This design comes from an exercise in tuning for small area and a short achievable clock period on the open sky130 flow, not from production work.
Only simulation tests tie the RTL to the original design; equivalence was not proved.

Setup of zinc:
==> flow/design.v (excerpt) <==
module IIR
          (clk,
           reset,
           clk_enable,
           In1,
           ce_out,
           Out1);
  input   clk;
  input   reset;
  input   clk_enable;
  input   [15:0] In1;   
  output  ce_out;
  output  [15:0] Out1;   
  reg  [15:0] s;      
  reg  [15:0] t;      
  reg         tk;     
  reg  [15:0] r;      
  reg         rnz;    
  reg  [15:0] vr;     
  reg         vn;     
  reg  [15:0] o;      
  wire [10:0] In1s = In1[15:5];
  wire m_s1 = 1'b1 ^ s[2] ^ s[0];
  wire m_c2 = (1'b1 & s[2]) | (1'b1 & s[0]) | (s[2] & s[0]);
  wire m_s3 = 1'b1 ^ s[3] ^ s[1];
  wire m_c4 = (1'b1 & s[3]) | (1'b1 & s[1]) | (s[3] & s[1]);
  wire m_s5 = 1'b1 ^ s[4] ^ s[2];
  wire m_c6 = (1'b1 & s[4]) | (1'b1 & s[2]) | (s[4] & s[2]);
  wire m_s7 = s[5] ^ s[3] ^ ~s[0];
  wire m_c8 = (s[5] & s[3]) | (s[5] & ~s[0]) | (s[3] & ~s[0]);
  wire m_s9 = s[6] ^ s[4] ^ ~s[1];
  wire m_c10 = (s[6] & s[4]) | (s[6] & ~s[1]) | (s[4] & ~s[1]);
  wire m_s11 = s[7] ^ s[5] ^ ~s[2];
  wire m_c12 = (s[7] & s[5]) | (s[7] & ~s[2]) | (s[5] & ~s[2]);
  wire m_s13 = s[0] ^ m_c10 ^ m_s11;
  wire m_c14 = (s[0] & m_c10) | (s[0] & m_s11) | (m_c10 & m_s11);
  wire m_s15 = s[8] ^ s[6] ^ ~s[3];
  wire m_c16 = (s[8] & s[6]) | (s[8] & ~s[3]) | (s[6] & ~s[3]);
  wire m_s17 = s[1] ^ m_c12 ^ m_s15;
  ...
Size in the first run: ~83 flip-flops, roughly 0.011 mm^2 of cells after synthesis.
export LEC_CHECK = 0
export CAP_MARGIN = 20
export CORE_MARGIN = 2
export CORE_UTILIZATION = 40
export SETUP_SLACK_MARGIN = 5
export SLEW_MARGIN = 20
create_clock -name core_clock -period 10.0 [get_ports {clk}]
run.sh (not shown) runs the stock make flow with config.mk's settings and CLKGATE_MAP_FILE= SYNTH_SCRIPT=/design/flow/synth_recipe.tcl, a recipe that flattens the netlist after the stock synthesis.
Modified inputs, sierra compared to zinc
--- a/flow/config.mk
+++ b/flow/config.mk
@@ -6,4 +6,5 @@
 export NUM_CORES = 4
 export LEC_CHECK = 0
+export ABC_CLOCK_PERIOD_IN_PS = 4500
 export CAP_MARGIN = 20
 export CORE_MARGIN = 2
### Flow results
- Taking zinc as the reference, in sierra register bit count reported by yosys about even; total non-filler cell area in the finished layout essentially unchanged.
- The synthesized area on sierra is in line with that on zinc.
- sierra -> zinc: reg-to-reg setup timing slack flat
- In terms of portion of netlist area occupied by mux cells, sierra and zinc differ only marginally.
- On shortest period the worst path allows, sierra and zinc are basically level.

* * *

job 2263:
Another version of the RTL of IIR (not shown whole).
Size: ~1400 cells after synthesis, ~36 I/O pins, roughly 12000 sq um of cells after synthesis.
// IIR
module IIR
          (clk,
           reset,
           clk_enable,
           In1,
           ce_out,
           Out1);
export LEC_CHECK = 0
export CAP_MARGIN = 20
export CORE_MARGIN = 2
export CORE_UTILIZATION = 40
export SLEW_MARGIN = 20
export SYNTH_HIERARCHICAL = 1
export SYNTH_MINIMUM_KEEP_SIZE = 0
export TNS_END_PERCENT = 0
create_clock -name core_clock -period 10.0 [get_ports {clk}]
standard.sh (not shown) runs the stock make flow with config.mk's settings and CLKGATE_MAP_FILE= SYNTH_SCRIPT=/design/flow/synth_recipe.tcl, a recipe that flattens the netlist after the stock synthesis.
==> flow/flow/run.sh <==
#!/bin/bash
# Standard ORFS layout, with port buffers of a plain buffer cell and timing
# repair aimed below the clock period (the SDC is unchanged).
set -euo pipefail
bash standard.sh SETUP_SLACK_MARGIN=5.8 "BUFFER_PORTS_ARGS=-buffer_cell sky130_fd_sc_hd__buf_2" ABC_AREA=1 finish > flow_make.log 2>&1
In summary, job 2263 completed successfully, with a layout that passed the timing, design-rule and antenna checks.
The inputs of job 797 differ from those of job 2263 as listed below.
Settings: setting GPL_ROUTABILITY_DRIVEN to 0 for the first time; setting ABC_AREA to 1 for the first time.
==> flow/flow/run.sh <==
#!/bin/bash
# Standard ORFS layout (the standard.sh), with port buffers of a plain
# buffer cell and timing repair aimed below the clock period. The SDC and the
# clock period are unchanged; only the repair target differs. make's full
# output goes to flow_make.log, each ORFS step's log to orfs/logs.
set -euo pipefail
bash standard.sh SETUP_SLACK_MARGIN=5.6 "BUFFER_PORTS_ARGS=-buffer_cell sky130_fd_sc_hd__buf_2" finish > flow_make.log 2>&1
==> comparison <==
Job 797: flow completed, timing, DRC and antenna clean
In the tables for job 2263 and job 797, count of nets after finishing reads lower with job 797.
Compared job 2263 against job 797; final-layout worst hold slack within noise.
[compare] base=job 2263 new=job 797: first-pass GRT wire length lower; detailed-routed wire length on met2 higher.
Of the two values seen for critical-path cell with the highest stage delay, dfrtp_4 was produced by job 2263 and fa_1 by job 797.
Job 797 vs. job 2263: worst slew margin relative to its limit up 5.5 points; first-iteration DRC count down 8.9%.
Cmp job 2263 and job 797 / final worst-path cycle share / higher: job 797
The total wire length after detailed routing was comparable across job 2263 and job 797.
Between job 797 and job 2263, the total area of sequential cells figures differ only marginally.
The inputs of job 6800 differ from those of job 797 as listed below.
Settings: clearing ABC_AREA, which used to be 1; clearing GPL_ROUTABILITY_DRIVEN, which used to be 0.
==> flow/flow/run.sh <==
#!/bin/bash
# Standard ORFS layout, with port buffers of a plain buffer cell and timing
# repair aimed below the clock period (the SDC is unchanged).
set -euo pipefail
bash standard.sh SETUP_SLACK_MARGIN=5.6 "BUFFER_PORTS_ARGS=-buffer_cell sky130_fd_sc_hd__buf_2" ABC_AREA=1 GPL_ROUTABILITY_DRIVEN=0 finish > flow_make.log 2>&1
==> run summary <==
Ratio of final minimum period to clock period: job 797 vs job 6800 — no meaningful difference
As far as utilization is concerned, job 797 and job 6800 perform about the same.
Job 6800 -> job 797: global-route wire length before repair flat
Comparing job 797 against job 6800, there is no change at all in non-clock buffer contribution to total cell area.
Job 6800 against job 797: critical path arrival held.
From job 797 to job 6800, final area did not move at all.
Reported for job 797 and job 6800, site row count turned out identical to the last digit.
Across job 797 and job 6800, the outcome is the same: a clean finish for every run.
From job 797 to job 6800, clock-buffer cell count did not move at all.
For job 8509, these inputs were changed with respect to job 6800:
==> flow/flow/run.sh <==
#!/bin/bash
# Standard ORFS layout, with port buffers of a plain buffer cell and timing
# repair aimed below the clock period (the SDC is unchanged).
set -euo pipefail
bash standard.sh SETUP_SLACK_MARGIN=5.3 "BUFFER_PORTS_ARGS=-buffer_cell sky130_fd_sc_hd__buf_2" ABC_AREA=1 finish > flow_make.log 2>&1
==> comparison <==
The final reports for job 8509 and job 6800 show met1 track demand over resource in global routing lower in the former. Min wire length reported by the detailed router across job 8509 and job 6800: job 8509. Diff job 6800..job 8509 | tightest hold margin | negligible.
Edits applied to the flow inputs when going from job 8509 to job 9608:
==> flow/flow/run.sh <==
#!/bin/bash
# Standard ORFS layout, with port buffers of a plain buffer cell and timing
# repair aimed below the clock period (the SDC is unchanged).
set -euo pipefail
bash standard.sh SETUP_SLACK_MARGIN=5.5 "BUFFER_PORTS_ARGS=-buffer_cell sky130_fd_sc_hd__buf_2" ABC_AREA=1 finish > flow_make.log 2>&1
### Flow results
- From job 8509 to job 9608 the numbers moved as follows: routed wire length +760 microns; sequential share of layout area ~0 delta.
- In the flow results for job 9608 and job 8509, the final clock period utilization by the worst path is larger on job 8509.
- Job 8509 and job 9608 ended up with roughly the same number of vias in the routed layout.
- Relative to job 8509, total non-filler cell area in the finished layout has gone up in job 9608.
- Taking job 8509 as the reference point, the total area of multi-input combinational cells of job 9608 rises by about 1.6%.

* * *

Another version of the RTL of IIR (not shown whole).
Size: about 83 flip-flops, about 36 I/O pins, about 11,000 um2 of cells after synthesis.
Settings: LEC_CHECK=0, CAP_MARGIN=20, CORE_MARGIN=2, CORE_UTILIZATION=40, SLEW_MARGIN=20, SYNTH_HIERARCHICAL=1, SYNTH_MINIMUM_KEEP_SIZE=0; clock period 10.0 ns.
==> flow/flow/run.sh <==
#!/bin/bash
# Standard ORFS layout, with port buffers of a plain buffer cell and timing
# repair aimed below the clock period (the SDC is unchanged).
set -euo pipefail
bash standard.sh SETUP_SLACK_MARGIN=5.6 "BUFFER_PORTS_ARGS=-buffer_cell sky130_fd_sc_hd__buf_2" finish > flow_make.log 2>&1
The first run produced a clean layout.
Edit:
==> flow/flow/run.sh (replaced) <==
#!/bin/bash
# Standard ORFS layout, with port buffers of a plain buffer cell and timing
# repair aimed below the clock period (the SDC is unchanged).
set -euo pipefail
bash standard.sh SETUP_SLACK_MARGIN=5.6 "BUFFER_PORTS_ARGS=-buffer_cell sky130_fd_sc_hd__buf_2" ABC_AREA=1 finish > flow_make.log 2>&1
- TNS_END_PERCENT: unset -> 0
The changed run produced a clean layout; sequential share of layout area shrinks by 0.63 points; non-clock buffer count shrinks by 17; global-route usage grows by 1.3 points; area after synthesis grows by 9.7%; register-to-register slack improves by 0.34 ns; cell count grows by 30%; worst setup slack improves by 0.34 ns.
Edit:
==> flow/flow/run.sh (replaced) <==
#!/bin/bash
# Standard ORFS layout, with port buffers of a plain buffer cell and timing
# repair aimed below the clock period (the SDC is unchanged).
set -euo pipefail
bash standard.sh SETUP_SLACK_MARGIN=5.3 "BUFFER_PORTS_ARGS=-buffer_cell sky130_fd_sc_hd__buf_2" finish > flow_make.log 2>&1
- CORE_UTILIZATION: 40 -> 65
=> Wire length is lower by 7.8%. Final cell count drops by 30%. First-iteration DRC count shrinks by 9.4%. Register-to-register slack got worse by 0.39 ns. Count of clock-buffer cells in the layout goes down by 1.
Edit:
- CORE_UTILIZATION: 65 -> 40
Result:
- worst setup slack degrades by 0.020 ns
- clock skew is about the same
- design area decreases by 0.62%
- register-to-register slack loses 0.02 ns
- via count drops by 6.3%
- utilization shrinks by 30 points
- final cell count rises by 8.1%

* * *

Starting RTL as in the previous note.
==> flow/config.mk <==
export PLATFORM = sky130hd
export DESIGN_NAME = IIR
export DESIGN_NICKNAME = IIR
export VERILOG_FILES = /design/flow/design.v
export SDC_FILE = /design/flow/constraint.sdc
export NUM_CORES = 4
export LEC_CHECK = 0
export ABC_AREA = 1
export CAP_MARGIN = 20
export CORE_MARGIN = 2
export CORE_UTILIZATION = 40
export SLEW_MARGIN = 20
export SYNTH_HIERARCHICAL = 1
export SYNTH_MINIMUM_KEEP_SIZE = 0
export TNS_END_PERCENT = 0
==> flow/constraint.sdc <==
create_clock -name core_clock -period 10.0 [get_ports {clk}]
set_input_delay 2.0000 -clock core_clock [delete_from_list [all_inputs] [get_ports {clk}]]
set_output_delay 2.0000 -clock core_clock [all_outputs]
set_load 0.01 [all_outputs]
==> flow/flow/run.sh <==
#!/bin/bash
# Standard ORFS layout, with port buffers of a plain buffer cell and timing
# repair aimed below the clock period (the SDC is unchanged).
set -euo pipefail
bash standard.sh SETUP_SLACK_MARGIN=5.3 "BUFFER_PORTS_ARGS=-buffer_cell sky130_fd_sc_hd__buf_2"  finish > flow_make.log 2>&1
Next try:
==> flow/flow/run.sh (replaced) <==
#!/bin/bash
# Standard ORFS layout, with port buffers of a plain buffer cell and timing
# repair aimed below the clock period (the SDC is unchanged).
set -euo pipefail
bash standard.sh SETUP_SLACK_MARGIN=5.3 "BUFFER_PORTS_ARGS=-buffer_cell sky130_fd_sc_hd__buf_2" MATCH_CELL_FOOTPRINT=0 finish > flow_make.log 2>&1
Settings changed: ABC_AREA 1 to not set.
=>
- global-route usage went down by 0.33 points
- clock skew is about the same
Next try:
==> flow/flow/run.sh (replaced) <==
#!/bin/bash
# Standard ORFS layout, with port buffers of a plain buffer cell and timing
# repair aimed below the clock period (the SDC is unchanged).
set -euo pipefail
bash standard.sh SETUP_SLACK_MARGIN=5.3 "BUFFER_PORTS_ARGS=-buffer_cell sky130_fd_sc_hd__buf_2" finish > flow_make.log 2>&1
Settings changed: TNS_END_PERCENT 0 to not set.
After rerunning:
- The new run passed the timing, design-rule and antenna checks
- setup slack improved by 0.064 ns
- register-to-register slack improved by 0.06 ns
- final cell count goes up by about 1.3%
- die area does not change
- global-route usage goes up by 0.64 points
Next try:
==> flow/flow/run.sh (replaced) <==
#!/bin/bash
# Standard ORFS layout, with port buffers of a plain buffer cell and timing
# repair aimed below the clock period (the SDC is unchanged).
set -euo pipefail
bash standard.sh SETUP_SLACK_MARGIN=5.6 "BUFFER_PORTS_ARGS=-buffer_cell sky130_fd_sc_hd__buf_2"  finish > flow_make.log 2>&1
Settings changed: TNS_END_PERCENT set to 0.
Outcome:
- fmax shrinks by about 1.3%
- wire length shrinks by 4.3%
- final area shrinks by 4.5%

* * *

## red
Another version of the RTL of IIR (not shown whole).
Size: roughly 1,400 cells after synthesis, about 83 flip-flops, about 36 I/O pins, about 12,000 µm² of cells after synthesis.
export LEC_CHECK = 0
export CAP_MARGIN = 20
export CORE_MARGIN = 2
export CORE_UTILIZATION = 40
export SLEW_MARGIN = 20
export SYNTH_HIERARCHICAL = 1
export SYNTH_MINIMUM_KEEP_SIZE = 0
export TNS_END_PERCENT = 0
create_clock -name core_clock -period 10.0 [get_ports {clk}]
==> flow/flow/run.sh <==
#!/bin/bash
# Standard ORFS layout, with port buffers of a plain buffer cell and timing
# repair aimed below the clock period (the SDC is unchanged).
set -euo pipefail
bash standard.sh SETUP_SLACK_MARGIN=5.3 "BUFFER_PORTS_ARGS=-buffer_cell sky130_fd_sc_hd__buf_2" ABC_AREA=1 CORE_UTILIZATION=55 finish > flow_make.log 2>&1
The flow did not stop early for red: all stages ran, and the layout cleared the timing, design-rule and antenna checks.
What blue does differently from red at the input level:
==> flow/flow/run.sh <==
#!/bin/bash
# Standard ORFS layout, with port buffers of a plain buffer cell and timing
# repair aimed below the clock period (the SDC is unchanged).
set -euo pipefail
bash standard.sh SETUP_SLACK_MARGIN=5.0 "BUFFER_PORTS_ARGS=-buffer_cell sky130_fd_sc_hd__buf_2" ABC_AREA=1 finish > flow_make.log 2>&1
Results
Cell count went up by a few percent going from red to blue.
~same area occupied by registers in red and blue
Count of buffers added by post-CTS timing repair for setup (red / blue): 1.10

## static timing again, ports no longer ideal
The flow's constraints put no driver on any port. The routed layouts listed below were extracted and timed again, unchanged, in two steps. Step 1, drivers: a clkbuf_16 drives clk and a buf_2 each remaining input, both assumed. Step 2 times the ports against the registers' clock, not the clock port: input delays grow and output delays shrink by t, the midpoint of the rising clock arrivals with the driver on. Three values: ideal, step 1, step 2; two values: the first two.
| run | t (ns) | setup WS [ns] | latest minus earliest clock arrival (ns) | worst slew at a driven data input, ns |
|---|---|---|---|---|
| zinc | 0.394 | 4.053 / 4.053 / 4.053 | 0.014 / 0.014 | 0.04 |
| sierra | 0.394 | 4.053 / 4.053 / 4.053 | 0.014 / 0.014 | 0.04 |
| job 2263 | 0.389 | 5.615 / 5.572 / 5.615 | 0.012 / 0.011 | 0.03 |
| job 797 | 0.392 | 5.527 / 5.504 / 5.504 | 0.009 / 0.008 | 0.05 |
| job 6800 | 0.392 | 5.527 / 5.504 / 5.504 | 0.009 / 0.008 | 0.05 |
| job 8509 | 0.390 | 5.401 / 5.369 / 5.378 | 0.015 / 0.015 | 0.03 |
| job 9608 | 0.395 | 5.521 / 5.472 / 5.472 | 0.010 / 0.010 | 0.05 |
| the first run of note 3 | 0.394 | 5.146 / 5.146 / 5.146 | 0.015 / 0.014 | 0.04 |
| the second run of note 3 | 0.395 | 5.484 / 5.484 / 5.484 | 0.010 / 0.009 | 0.03 |
| the third run of note 3 | 0.401 | 5.096 / 5.096 / 5.096 | 0.013 / 0.013 | 0.03 |
| the fourth run of note 3 | 0.392 | 5.076 / 5.076 / 5.076 | 0.013 / 0.012 | 0.03 |
| the first run of note 4 | 0.396 | 5.427 / 5.427 / 5.427 | 0.014 / 0.014 | 0.03 |
| the second run of note 4 | 0.392 | 5.076 / 5.076 / 5.076 | 0.013 / 0.012 | 0.03 |
| the third run of note 4 | 0.397 | 5.140 / 5.140 / 5.140 | 0.014 / 0.014 | 0.04 |
| the fourth run of note 4 | 0.392 | 5.076 / 5.076 / 5.076 | 0.013 / 0.012 | 0.03 |
| red | 0.395 | 5.482 / 5.482 / 5.482 | 0.018 / 0.019 | 0.03 |
| blue | 0.395 | 5.251 / 5.251 / 5.251 | 0.009 / 0.009 | 0.03 |
After both steps setup and hold are still met in every run listed. For job 9608, which loses most, drivers alone change the setup slack by -0.049 ns; drivers and shift together by -0.049 ns.
